From an optimization exercise on the open Yosys and OpenROAD flow, aimed at small area; shortcuts taken in it are not production practice.
In this exercise RTL edits were held to simulation tests only and were not proved equivalent to the original.
Power and IR drop assume default switching activity.

==> design.v <==
module wmtop (
	clk,
	rst,
	start,
	waterfull,
	accelerate,
	stateindic,
	index_n,
	fourdigit,
	lastdigit
);
input clk, rst;
input start;
input accelerate;
input waterfull;
output [5:0] stateindic;
output [3:0] index_n;
output [7:0] fourdigit;
output [6:0] lastdigit;
function [6:0] seg7_n;
	input [3:0] v;
	reg w, x, y, z;
	begin
		{w, x, y, z} = v;
		seg7_n[6] = ~((w | y | x & z) | (~x & ~z));
		seg7_n[5] = ~((~x | y & z) | (~y & ~z));
		seg7_n[4] = ~(x | ~y | z);
		seg7_n[3] = ~(w | (~x & ~z) | (y & ~z) | (~x & y) | (x & ~y & z));
		seg7_n[2] = ~(~z & (~x | y));
		seg7_n[1] = ~(w | (~y & ~z) | (x & ~y) | (x & ~z));
		seg7_n[0] = ~((w | (y & ~z) | x & ~y) | (~x & y));
	end
endfunction
reg reset;
always @(posedge clk)
	reset <= rst;
reg [2:0] a;
reg [2:0] z;
reg [4:0] q;
reg f1;
wire e4 = a[1] & a[0];			 
wire e40 = e4 & a[2] & z[2];		 
wire q24 = q[4] & q[3];			 
always @(posedge clk)
begin
	a[0] <= ~rst | ~a[0];
	a[1] <= ~rst | (a[1] ^ a[0]);
	a[2] <= ~rst | (a[2] ^ e4);
	z[0] <= rst & (z[0] ^ (e4 & ~z[2]));
	z[1] <= rst & (z[1] ^ (e4 & z[0]));
	z[2] <= ~rst | (z[2] ^ (e4 & (z[2] | z[1] & z[0])));
	q[0] <= rst & (q[0] ^ (e40 & ~q24));
	q[1] <= rst & (q[1] ^ (e40 & q[0]));
	q[2] <= rst & (q[2] ^ (e40 & q[0] & q[1]));
	q[3] <= ~rst | (q[3] ^ (e40 & (q[0] & q[1] & q[2] | q24)));
	q[4] <= ~rst | (q[4] ^ (e40 & (q[0] & q[1] & q[2] & q[3] | q24)));
	f1 <= ~rst | (f1 ^ (e40 & q24));
end
wire f100 = z[2] | z[1] & (z[0] | a[1]);
wire scan_tick = a[2] & ~a[1] & ~a[0];
reg clk_reg;
reg clk_reg_d;
always @(posedge clk)
begin
	clk_reg <= accelerate ? f100 : f1;
	clk_reg_d <= clk_reg;
end
wire tick = clk_reg & ~clk_reg_d;
reg [5:0] s_n;
reg done;	 
wire sclr = ~(rst & reset);
assign stateindic = s_n;
always @(posedge clk)
begin
	s_n[0] <= ~sclr & ~(~s_n[0] & start | ~s_n[5] & done);
	s_n[1] <= sclr | ~(~s_n[0] & ~start | ~s_n[1] & waterfull);
	s_n[2] <= sclr | ~(~s_n[1] & ~waterfull | ~s_n[2] & ~done);
	s_n[3] <= sclr | ~(~s_n[2] & done | ~s_n[3] & ~done);
	s_n[4] <= sclr | ~(~s_n[3] & done | ~s_n[4] & ~done);
	s_n[5] <= sclr | ~(~s_n[4] & done | ~s_n[5] & ~done);
end
reg [3:0] t;
reg [3:0] s1;
reg [2:0] st;
reg [3:0] m;
wire run = rst & s_n[0] & s_n[1];	 
wire fin = (~s_n[2] & m[3] & m[1])	 
	| (~s_n[3] & st[1] & st[0])	 
	| (~s_n[4] & m[2] & m[0])	 
	| (~s_n[5] & st[0]);		 
wire e0 = tick & ~fin;			 
wire e1 = e0 & t[3] & t[0];		 
wire e2 = e1 & s1[3] & s1[0];		 
wire e3 = e2 & st[2] & st[0];		 
wire k = run & ~(tick & fin);		 
always @(posedge clk)
begin
	done <= run & tick & fin;
	t[0] <= run & (t[0] ^ e0);
	t[1] <= run & (t[1] ^ (e0 & t[0] & ~t[3]));
	t[2] <= run & (t[2] ^ (e0 & t[0] & t[1]));
	t[3] <= run & (t[3] ^ (e0 & t[0] & (t[3] | t[1] & t[2])));
	s1[0] <= run & (s1[0] ^ e1);
	s1[1] <= run & (s1[1] ^ (e1 & s1[0] & ~s1[3]));
	s1[2] <= run & (s1[2] ^ (e1 & s1[0] & s1[1]));
	s1[3] <= run & (s1[3] ^ (e1 & s1[0] & (s1[3] | s1[1] & s1[2])));
	st[0] <= k & (st[0] ^ e2);
	st[1] <= k & (st[1] ^ (e2 & st[0] & ~st[2]));
	st[2] <= k & (st[2] ^ (e2 & st[0] & (st[1] | st[2])));
	m[0] <= k & (m[0] ^ e3);
	m[1] <= k & (m[1] ^ (e3 & m[0]));
	m[2] <= k & (m[2] ^ (e3 & m[0] & m[1]));
	m[3] <= k & (m[3] ^ (e3 & m[0] & m[1] & m[2]));
end
reg [3:0] idx_n;	 
reg [3:0] number;
wire dflt = idx_n[0] & idx_n[1] & idx_n[2];
wire [3:0] sel;
assign sel[3] = ~idx_n[1] & m[3] & ~m[1] | dflt & s1[3];
assign sel[2] = ~idx_n[0] & st[2] | ~idx_n[1] & m[2] | dflt & s1[2];
assign sel[1] = ~idx_n[0] & st[1] | ~idx_n[1] & m[1] & ~m[3] | dflt & s1[1];
assign sel[0] = ~idx_n[0] & st[0] | ~idx_n[1] & m[0] | ~idx_n[2] & m[3] & m[1] | dflt & s1[0];
assign index_n = idx_n;
assign fourdigit = {seg7_n(number), 1'b1};
assign lastdigit = seg7_n(t);
always @(posedge clk)
begin
	idx_n <= ~rst ? 4'b1111 : scan_tick ? {idx_n[2:0], ~dflt} : idx_n;
	number <= ~rst ? 4'd0 : scan_tick ? sel : number;
end
endmodule
==> flow/run.sh <==
#!/bin/bash
# Standard layout, but with the smallest buffer on the ports.
set -euo pipefail
export BUFFER_PORTS_ARGS="-buffer_cell sky130_fd_sc_hd__buf_1"
bash standard.sh "BUFFER_PORTS_ARGS=-buffer_cell sky130_fd_sc_hd__buf_1" finish > standard.log 2>&1
==> standard.sh <==
#!/bin/bash
# synth_recipe.tcl (not shown) runs the flow's synth.tcl, then flattens the netlist and writes it again
# the make line also repeats each setting of config.mk as NAME=value (left out here)
make -C /OpenROAD-flow-scripts/flow DESIGN_CONFIG=/design/flow/config.mk WORK_HOME=/design/flow/orfs CLKGATE_MAP_FILE= SYNTH_SCRIPT=/design/flow/synth_recipe.tcl "${@:-finish}"
==> config.mk <==
export PLATFORM = sky130hd
export DESIGN_NAME = wmtop
export DESIGN_NICKNAME = wmtop
export VERILOG_FILES = /design/flow/design.v
export SDC_FILE = /design/flow/constraint.sdc
export NUM_CORES = 4
export LEC_CHECK = 0
export ABC_AREA = 1
export CAP_MARGIN = 20
export CORE_MARGIN = 2
export CORE_UTILIZATION = 40
export SLEW_MARGIN = 20
==> constraint.sdc <==
create_clock -name core_clock -period 20.0 [get_ports {clk}]
set_input_delay 4.0000 -clock core_clock [delete_from_list [all_inputs] [get_ports {clk}]]
set_output_delay 4.0000 -clock core_clock [all_outputs]
set_load 0.01 [all_outputs]
==> metrics.cfg, run 1 <==
[placed_design]
dp_hpwl_um=2881
routabilityCongestion=0.7646
io_buffer_count=28

[setup_path]
crit_start=t[0]
reg2regPathDepth=10
r2r_end=m[3]
max_stage_delay_ns=0.45
start_kind=register
reg2reg_slack_ns=18.29
cp_data_required_time_ns=16.00
reg2reg_from=m[1]
cp_max_fo=7
path_cells=inv_1 > nand2_1 > nand3_1 > o21ai_0 > buf_1
cp_slowest_cell=dfxtp_1
end_kind=output pin
critPathKind=reg -> out
arrival_ns=1.30

[job]
maxCapViolations=0

[route]
drt_iter0_markers=96
final_antenna_net_count=0
routedWlPerCell_um=10.15
num_vias=1705
wl_um=3776
drtPass1Iterations=4
viasPerCell=4.583
drcViolationCount=0

[floorplanning]
rows=25
start_util=0.4188
fp.coreArea_sq_um=4786
die-area_sq_um=5594
ios=30
die_h_um=74.79
die_w_um=74.79

[clock_network]
cts_tree=done
post_cts_resized=0
holdBufCountCts=0
clkTransAtPathRegs_ns=0.08
htreeDepth=2
clock_latency_ns=0.29
cts_buffer_depth=2
clockRootBuffer=clkbuf_8
cts_setup_buffers=0
cts_buffers=5
cts_sinks=45

[power]
power_frac_seq=0.578
p_clk_frac=0.311
internal_power_uw=125.4
p_leak_uw=0.0009895
irDropWorstVdd_mv=0.04645
combinationalPowerShare=0.112
switching_share=0.2586
switching_power_uw=43.74
p_per_area_nw_per_um2=75.15

[final_layout]
diodes=0
regMostFlops=s_n
nFillCells=515
final_core_util=0.4703
area_growth_pct=12.30
drive_gt1_frac=0.05574
largest_registers=s_n (6), q (5)
fin_nets=318
largest_reg_flops=6

[global_routing]
grt_max_degree=16
grtUsageTotal=0.1498
gr-total-overflow=0
grt_pass1_wl_um=6486
grt_pass1_vias=1532
grt_antenna_before_repair=0

[outcome]
status=no timing/DRC/antenna violations

[sta]
maxSlewViolCount=0
relSlewSlack=0.5127
period_minus_slack_ns=5.300
worst_pin_slew_ns=0.7309
final_hold_viol_count=0
tns_ns=0
holdWs_ns=0.3550
setup_viol=0
fin_skew_ns=0.003824
post-route-period-util=0.2650
rsz0062_at_grt=no
fmax_ghz=0.1887

[synthesis]
ys_warn_count=1
syn_nets=287
synth-seq-area-share=0.4494
synthCells=273
avgSynthCellArea_sq_um=7.342
synth_cell_types=28
ys_ff_latch=45
syn_area_sq_um=2004

[worst_hold_path]
hold_path_depth=0
min_from=clk_reg
hold_path_class=reg -> reg
min_to=clk_reg_d

-- power groups by stage --
| stage | registers, uW | clock network (uW) | logic, uW |
|---|---|---|---|
| after floorplan | 99.4 | 0 | 14.4 |
| after global placement | 99.9 | 0 | 18.9 |
| after detailed placement | 99.9 | 0 | 19.1 |
| after CTS | 97.8 | 55.2 | 19.1 |
| after global routing | 98.5 | 58.2 | 22.1 |
| final | 97.7 | 52.5 | 18.9 |
-- per-layer routing --
layer	vias up	track usage	routed length [um]
met4	0	0.04762	38
met1	742	0.2023	1912
met3	5	0.03614	128
li1	934	-	-
met2	24	0.2380	1697
met5	-	0	0
-- per-stage QoR --
step	worst slack (ns)	instances	instance area, sq um	power [uW]
global placement	14.68	364	2168	118.8
CTS	14.67	372	2251	172.1
floorplan	15.11	273	2004	113.7
detailed placement	14.65	364	2168	119.0
finish	14.70	372	2251	169.2
global route	14.50	372	2251	178.8
-- how the worst max path moves through the flow --
stage,slack [ns],end
2_1_floorplan,15.11,lastdigit[3]
3_3_place_gp,14.68,st[2]
3_5_place_dp,14.65,st[2]
4_1_cts,14.67,lastdigit[3]
5_1_grt,14.50,lastdigit[3]
6_report,14.70,lastdigit[3]
-- synthesized netlist by cell type --
| cell type | count | area, sq um |
|---|---|---|
| o21ai_0 | 8 | 40.04 |
| inv_1 | 41 | 153.9 |
| o211ai_2 | 1 | 12.51 |
| nand4_1 | 3 | 18.77 |
| o211ai_1 | 4 | 30.03 |
| a31oi_1 | 1 | 6.260 |
| o22ai_1 | 2 | 12.51 |
| nor2_2 | 1 | 6.260 |
| nor2_1 | 36 | 135.1 |
| inv_2 | 4 | 15.01 |
| conb_1 | 1 | 3.750 |
| nand2_2 | 2 | 12.51 |
| dfxtp_1 | 45 | 900.9 |
| or2_2 | 1 | 6.260 |
| nor3_1 | 5 | 25.02 |
| buf_2 | 2 | 10.01 |
| a21oi_1 | 24 | 120.1 |
| nand3_1 | 11 | 55.05 |
| xnor2_1 | 2 | 17.52 |
| buf_4 | 2 | 15.01 |
| o221ai_1 | 1 | 8.760 |
| nand2_1 | 55 | 206.5 |
| or2_1 | 3 | 18.77 |
| nor3_4 | 1 | 16.27 |
| a21o_1 | 1 | 7.510 |
| a211oi_1 | 1 | 7.510 |
| o21ai_1 | 6 | 30.03 |
| ha_1 | 9 | 112.6 |
-- cell usage in the layout (no fill, tap or decap), drive strengths merged, types with 2 or more instances in the layout --
| cell type | n |
|---|---|
| nand2 | 57 |
| dfxtp | 45 |
| inv | 45 |
| nor2 | 37 |
| buf | 28 |
| a21oi | 24 |
| o21ai | 14 |
| nand3 | 11 |
| ha | 9 |
| nor3 | 6 |
| clkbuf | 6 |
| o211ai | 5 |
| or2 | 4 |
| nand4 | 3 |
| xnor2 | 2 |
| o22ai | 2 |
| clkinv | 2 |
-- cells by family after synthesis --
logic type      Yosys count  synth area share
buf+inv                  49           0.09675
other cells               1          0.001871
flops                    45            0.4494
compound gates           49            0.1373
simple gates            118            0.2497
fa+ha+maj                 9           0.05618
xor+xnor                  2          0.008741
-- critical path, delay by kind of cell, from the launching register on --
family,cells,cell delay (ns)
flip-flops,1,0.45
AND/OR/NAND/NOR,2,0.18
buffers and inverters,2,0.24
AO/OA/AOI/OAI,1,0.14
-- final cells by class --
| class | count | area, sq um | share of cell area |
|---|---|---|---|
| well taps | 67 | 83.83 | 0.03724 |
| clock inverters | 2 | 10.01 | 0.004447 |
| flip-flops and latches | 45 | 900.9 | 0.4002 |
| repair buffers | 28 | 105.1 | 0.04669 |
| inverters | 45 | 168.9 | 0.07504 |
| multi-input cells | 179 | 909.6 | 0.4041 |
| clock buffers | 6 | 72.57 | 0.03224 |
==> run 2: changes to the inputs <==
--- a/config.mk
+++ b/config.mk
@@ -10,3 +10,4 @@
 export CORE_MARGIN = 2
 export CORE_UTILIZATION = 40
+export CTS_BUF_LIST = sky130_fd_sc_hd__clkbuf_2 sky130_fd_sc_hd__clkbuf_4
 export SLEW_MARGIN = 20
==> run 2 against run 1 <==
Against the previous run: still clean; sequential power barely moved; sequential share of layout area rose by 0.50 points; synthesized cell count did not move; first-iteration DRC count fell by 43%; final area fell by 1.2%; register-to-register slack barely moved; combinational power barely moved; die area did not move; worst setup slack got worse by 0.080 ns; critical path depth did not move; fmax fell by 1.5%; critical path type unchanged; highest routed layer unchanged.
==> metrics.cfg, run 2 <==
[synthesis]
synthCells=273  ; unchanged
synth-seq-area-share=0.4494  ; unchanged
synth_top_area_frac=0.4494  ; unchanged
avgSynthCellArea_sq_um=7.342  ; unchanged
synth_cell_types=28  ; unchanged
ys_top_cells_by_area=dfxtp_1 (45%), nand2_1 (10%), inv_1 (7.7%)
synthTopCellsByCount=nand2_1 (55), dfxtp_1 (45), inv_1 (41)
syn_nets=287  ; unchanged
synth-edff-count=0  ; unchanged
ys_ff_latch=45  ; unchanged
synth_top_cell_by_area=dfxtp_1
syn_area_sq_um=2004  ; unchanged
yosysMostFrequentCell=nand2_1
ys.flop_type=dfxtp_1
ys_warn_count=1  ; unchanged
synthArstFlopShare=0  ; unchanged

[clock_network]
clkTransAtPathRegs_ns=0.13  ; +0.05 ns
holdBufCountCts=0  ; unchanged
htreeDepth=2  ; unchanged
cts_buffer_depth=2  ; unchanged
cts_sinks=45  ; unchanged
cts_buffers=5  ; unchanged
clockRootBuffer=clkbuf_4
cts_setup_buffers=0  ; unchanged
clock_latency_ns=0.35  ; +0.06 ns
cts_tree=done
post_cts_resized=0  ; unchanged

[final_layout]
largest_registers=s_n (6), q (5)
regMostFlops=s_n
fin_area_sq_um=2223  ; -1.2%
largest_reg_flops=6  ; unchanged
fin_nets=318  ; unchanged
mostFrequentLayoutCell=nand2_1
mostFrequentLayoutCells=nand2_1 (55), dfxtp_1 (45), inv_1 (41), nor2_1 (36), buf_1 (28)
drive_gt1_frac=0.05902  ; +0.003279
final_core_util=0.4646  ; -0.005752
area_growth_pct=10.92
diodes=0  ; unchanged

[global_routing]
grt_max_degree=16  ; unchanged
gr-total-overflow=0  ; unchanged
grt_pass1_vias=1536  ; +0.26%
grt_pass1_wl_um=6527  ; +0.63%
grtUsageTotal=0.1515  ; +0.001677
grt_antenna_before_repair=0  ; unchanged

[setup_path]
reg2reg_from=m[1]
crit_start=t[0]
arrival_ns=1.38  ; +0.08 ns
reg2reg_slack_ns=18.28  ; about the same
max_stage_delay_ns=0.46  ; about the same
critPathKind=reg -> out
setup.worst_path.end=lastdigit[3]
cp_data_required_time_ns=16.00  ; about the same
cp_slowest_cell=dfxtp_1
start_kind=register
end_kind=output pin
r2r_end=m[3]
path_cells=inv_1 > nand2_1 > nand3_1 > o21ai_0 > buf_1
reg2regPathDepth=10  ; unchanged
cp_max_fo=7  ; unchanged

[floorplanning]
ios=30  ; unchanged
die_h_um=74.79  ; unchanged
die_w_um=74.79  ; unchanged
rows=25  ; unchanged
fp.coreArea_sq_um=4786  ; unchanged
die-area_sq_um=5594  ; unchanged
start_util=0.4188  ; unchanged

[sta]
rsz0062_at_grt=no
setup_viol=0  ; unchanged
tns_ns=0  ; unchanged
maxSlewViolCount=0  ; unchanged
fin_skew_ns=0.005725  ; +0.001900 ns
relSlewSlack=0.5126  ; about the same
worst_pin_slew_ns=0.7311  ; +0.0001827 ns
final_hold_viol_count=0  ; unchanged
fmax_ghz=0.1859  ; -1.5%
period_minus_slack_ns=5.380  ; +0.07990 ns
post-route-period-util=0.2690  ; +0.003995

[outcome]
status=no timing/DRC/antenna violations

[placed_design]
placed_area_sq_um=2168  ; unchanged
dp_hpwl_um=2881  ; unchanged
io_buffer_count=28  ; unchanged
routabilityCongestion=0.7646  ; unchanged

[route]
drtPass1Iterations=4  ; unchanged
wl_um=3850  ; +2.0%
final_antenna_net_count=0  ; unchanged
routedWlPerCell_um=10.35  ; +2.0%
drt_iter0_markers=55  ; -43%
num_vias=1716  ; +0.65%
drcViolationCount=0  ; unchanged
viasPerCell=4.613  ; +0.65%

[power]
p_leak_uw=0.0009799  ; -0.96%
p_per_area_nw_per_um2=71.67  ; -4.6%
irDropWorstVdd_mv=0.03883  ; -16%

[worst_hold_path]
hold_path_class=reg -> reg

[job]
maxCapViolations=0  ; unchanged

run 2: cell families after synthesis:
family	Yosys count	synth area share
AND/OR/NAND/NOR	118	0.2497
AO/OA/AOI/OAI	49	0.1373
buffers and inverters	49	0.09675
flip-flops	45	0.4494
adder cells (fa/ha/maj)	9	0.05618
XOR/XNOR	2	0.008741
other	1	0.001871
run 2: worst min path at each step:
stage / start / end / slack, ns / cells past startpoint
finish: clk_reg / clk_reg_d / 0.36 / 0
global route: clk_reg / clk_reg_d / 0.37 / 0
CTS: clk_reg / clk_reg_d / 0.36 / 0
detailed placement: clk_reg / clk_reg_d / 0.34 / 0
global placement: clk_reg / clk_reg_d / 0.33 / 0
floorplan: clk_reg / clk_reg_d / 0.33 / 0
run 2: report_power, final:
group / switching [uW] / internal (uW) / leakage [uW] / total [uW]
Sequential: 3.52 / 94.3 / 0.000367 / 97.8
Combinational: 11.9 / 6.97 / 0.000577 / 18.9
Clock: 27.9 / 14.8 / 0.0000354 / 42.7
Total: 43.3 / 116 / 0.000980 / 159
run 2: metrics by stage:
| step | worst slack [ns] | hold slack (ns) | std cells | power, uW |
|---|---|---|---|---|
| detailed placement | 14.65 | 0.3415 | 364 | 119.0 |
| finish | 14.62 | 0.3605 | 372 | 159.4 |
| global route | 14.41 | 0.3677 | 372 | 168.5 |
| global placement | 14.68 | 0.3337 | 364 | 118.8 |
| floorplan | 15.11 | 0.3308 | 273 | 113.7 |
| CTS | 14.58 | 0.3632 | 372 | 161.6 |
run 2: cell type report:
| class | instances | area [sq um] |
|---|---|---|
| clock inverters | 2 | 10.01 |
| fillers | 515 | 2562 |
| repair buffers | 28 | 105.1 |
| inverters | 45 | 168.9 |
| multi-input cells | 179 | 909.6 |
| flip-flops and latches | 45 | 900.9 |
| clock buffers | 6 | 45.04 |
| well taps | 67 | 83.83 |
run 2: worst max-delay path, delay by kind of cell (launching register included):
kind	cells	cell delay [ns]
flops	1	0.46
buf+inv	2	0.24
simple gates	2	0.18
compound gates	1	0.14
run 2: layer usage:
layer,GRT usage,share of wire,vias up
li1,-,-,937
met1,0.2040,0.52,753
met2,0.2389,0.45,22
met3,0.03614,0.027,4
met4,0.05357,0.012,0
met5,0,0,-
==> run 3: changes to the inputs <==
--- a/config.mk
+++ b/config.mk
@@ -10,4 +10,5 @@
 export CORE_MARGIN = 2
 export CORE_UTILIZATION = 40
-export CTS_BUF_LIST = sky130_fd_sc_hd__clkbuf_2 sky130_fd_sc_hd__clkbuf_4
+export CTS_BUF_LIST = sky130_fd_sc_hd__clkbuf_4
+export CTS_CLUSTER_SIZE = 10
 export SLEW_MARGIN = 20
==> run 3 against run 2 <==
Against the previous run: first-iteration DRC count unchanged; combinational power about the same; global-route usage unchanged; clock skew unchanged; count of clock-buffer cells in the layout unchanged; worst setup slack unchanged.
==> metrics.cfg, run 3 <==
[outcome]
status=no timing/DRC/antenna violations

[placed_design]
dp_hpwl_um=2881  ; unchanged
io_buffer_count=28  ; unchanged
routabilityCongestion=0.7646  ; unchanged

[synthesis]
synth-edff-count=0  ; unchanged
yosysMostFrequentCell=nand2_1
synthCells=273  ; unchanged
synth_top_cell_by_area=dfxtp_1
synth_top_family_by_area=simple AND/OR/NAND/NOR gates
synthArstFlopShare=0  ; unchanged
synth_compound_area_frac=0.1373  ; unchanged
synth-seq-area-share=0.4494  ; unchanged
synth_cell_types=28  ; unchanged
synthTopCellsByCount=nand2_1 (55), dfxtp_1 (45), inv_1 (41)
ys_top_cells_by_area=dfxtp_1 (45%), nand2_1 (10%), inv_1 (7.7%)
muxShareOfSynthArea=0  ; unchanged
ys_ff_latch=45  ; unchanged
synthXorXnorAreaFrac=0.008739  ; unchanged
synthAdderAreaFrac=0.05618  ; unchanged
avgSynthCellArea_sq_um=7.342  ; unchanged
syn_nets=287  ; unchanged
yosys.area_share.simple=0.2497  ; unchanged
synth_top_area_frac=0.4494  ; unchanged
syn_area_sq_um=2004  ; unchanged
ys.flop_type=dfxtp_1
ys_warn_count=1  ; unchanged

[global_routing]
grt_antenna_before_repair=0  ; unchanged
grt_pass1_vias=1536  ; unchanged
grt_pass1_wl_um=6527  ; unchanged
gr-total-overflow=0  ; unchanged
grtUsageTotal=0.1515  ; unchanged
grt_max_degree=16  ; unchanged

[final_layout]
drive_gt1_frac=0.05902  ; unchanged
area_growth_pct=10.92  ; unchanged
nFillCells=515  ; unchanged
mostFrequentLayoutCell=nand2_1
fin_nets=318  ; unchanged
regMostFlops=s_n
largest_reg_flops=6  ; unchanged
mostFrequentLayoutCells=nand2_1 (55), dfxtp_1 (45), inv_1 (41), nor2_1 (36), buf_1 (28)
diodes=0  ; unchanged
largest_registers=s_n (6), q (5)

[worst_hold_path]
min_from=clk_reg
hold_path_class=reg -> reg

[setup_path]
cp_num_buf_inv=2  ; unchanged
cp_top_family=flip-flops
cp_data_required_time_ns=16.00  ; about the same
start_kind=register
reg2reg_from=m[1]
arrival_ns=1.38  ; about the same
cp_max_fo=7  ; unchanged
max_stage_delay_ns=0.46  ; about the same
crit_start=t[0]
path_cells=inv_1 > nand2_1 > nand3_1 > o21ai_0 > buf_1
end_kind=output pin
critPathKind=reg -> out
cp_slowest_cell=dfxtp_1

[clock_network]
cts_tree=done
cts_buffer_depth=2  ; unchanged
clockRootBuffer=clkbuf_4
clock_latency_ns=0.35  ; about the same
post_cts_resized=0  ; unchanged
clkTransAtPathRegs_ns=0.13  ; about the same
htreeDepth=2  ; unchanged
cts_setup_buffers=0  ; unchanged
cts_buffers=5  ; unchanged
cts_sinks=45  ; unchanged
holdBufCountCts=0  ; unchanged

[sta]
final_hold_viol_count=0  ; unchanged
fin_skew_ns=0.005725  ; unchanged
maxSlewViolCount=0  ; unchanged
rsz0062_at_grt=no
tns_ns=0  ; unchanged
post-route-period-util=0.2690  ; unchanged
relSlewSlack=0.5126  ; unchanged
worst_pin_slew_ns=0.7311  ; unchanged
setup_viol=0  ; unchanged
fmax_ghz=0.1859  ; unchanged
period_minus_slack_ns=5.380  ; unchanged

[route]
num_vias=1716  ; unchanged
drtPass1Iterations=4  ; unchanged
drt_iter0_markers=55  ; unchanged
routedWlPerCell_um=10.35  ; unchanged
dr_wl_met2_um=1716  ; unchanged
wl_um=3850  ; unchanged
final_antenna_net_count=0  ; unchanged
drcViolationCount=0  ; unchanged
wl_met3_um=103  ; unchanged
routed.top_layer=met4
met1Wirelength_um=1984  ; unchanged
viasPerCell=4.613  ; unchanged

[floorplanning]
die_w_um=74.79  ; unchanged
fp.coreArea_sq_um=4786  ; unchanged
rows=25  ; unchanged
ios=30  ; unchanged
die-area_sq_um=5594  ; unchanged
die_h_um=74.79  ; unchanged
start_util=0.4188  ; unchanged

[power]
irDropWorstVdd_mv=0.03883  ; unchanged
p_leak_uw=0.0009799  ; unchanged
total_power_uw=159.4  ; unchanged
p_per_area_nw_per_um2=71.67  ; unchanged

[job]
maxCapViolations=0  ; unchanged

==> run 3: cell counts after synthesis <==
Identical to the previous run, type by type.
==> run 3: through the flow <==
stage	util	worst slack [ns]	std cells	area, sq um	hold slack [ns]
floorplan	-	15.11	273	2004	0.3308
global placement	0.4531	14.68	364	2168	0.3337
detailed placement	0.4531	14.65	364	2168	0.3415
CTS	0.4646	14.58	372	2223	0.3632
global route	0.4646	14.41	372	2223	0.3677
finish	0.4646	14.62	372	2223	0.3605
==> run 3: cell type report <==
| type | instances | area, sq um | area share |
|---|---|---|---|
| clock buffers | 6 | 45.04 | 0.02026 |
| clock inverters | 2 | 10.01 | 0.004502 |
| flip-flops and latches | 45 | 900.9 | 0.4052 |
| repair buffers | 28 | 105.1 | 0.04727 |
| inverters | 45 | 168.9 | 0.07597 |
| well taps | 67 | 83.83 | 0.03770 |
| multi-input cells | 179 | 909.6 | 0.4091 |
==> run 3: cells by family after synthesis <==
kind of cell,after synthesis
AND/OR/NAND/NOR,118
AO/OA/AOI/OAI,49
buffers and inverters,49
flip-flops,45
adder cells (fa/ha/maj),9
XOR/XNOR,2
other,1
==> run 3: path summary, 6_finish.rpt <==
kind         slack (ns)  cells after the start      endpoint
max reg2reg       18.28                     10          m[3]
min                0.36                      0     clk_reg_d
min reg2reg        0.36                      0     clk_reg_d
max               14.62                      5  lastdigit[3]
==> run 3: report_power, final <==
part | internal [uW] | total [uW] | switching, uW
logic | 6.97 | 18.9 | 11.9
clock network | 14.8 | 42.7 | 27.9
registers | 94.3 | 97.8 | 3.52
==> run 3: layer usage <==
layer / vias to the layer above / GRT usage
met4: 0 / 0.05357
met5: - / 0
met2: 22 / 0.2389
li1: 937 / -
met3: 4 / 0.03614
met1: 753 / 0.2040

[separate check: timing with driven ports]
The flow's constraints put no driver on any port. The routed layouts listed below were extracted and timed again, unchanged, in two steps.
Step 1, drivers: a clkbuf_16 drives clk and a buf_2 each remaining input, both assumed.
Step 2 times the ports against the registers' clock, not the clock port: input delays grow and output delays shrink by t, the midpoint of the rising clock arrivals with the driver on.
Slacks: ideal / step 1 / step 2; pairs: ideal / step 1.
run	shift t [ns]	slack for setup (ns)	worst data-port slew with drivers (ns)
run 1	0.311	14.700 / 14.673 / 14.647	0.03
run 2	0.371	14.620 / 14.595 / 14.658	0.03
run 3	0.371	14.620 / 14.595 / 14.658	0.03
After both steps every run listed still meets setup and hold. For run 1, which loses most, drivers alone change the setup slack by -0.027 ns; drivers and shift together by -0.053 ns.
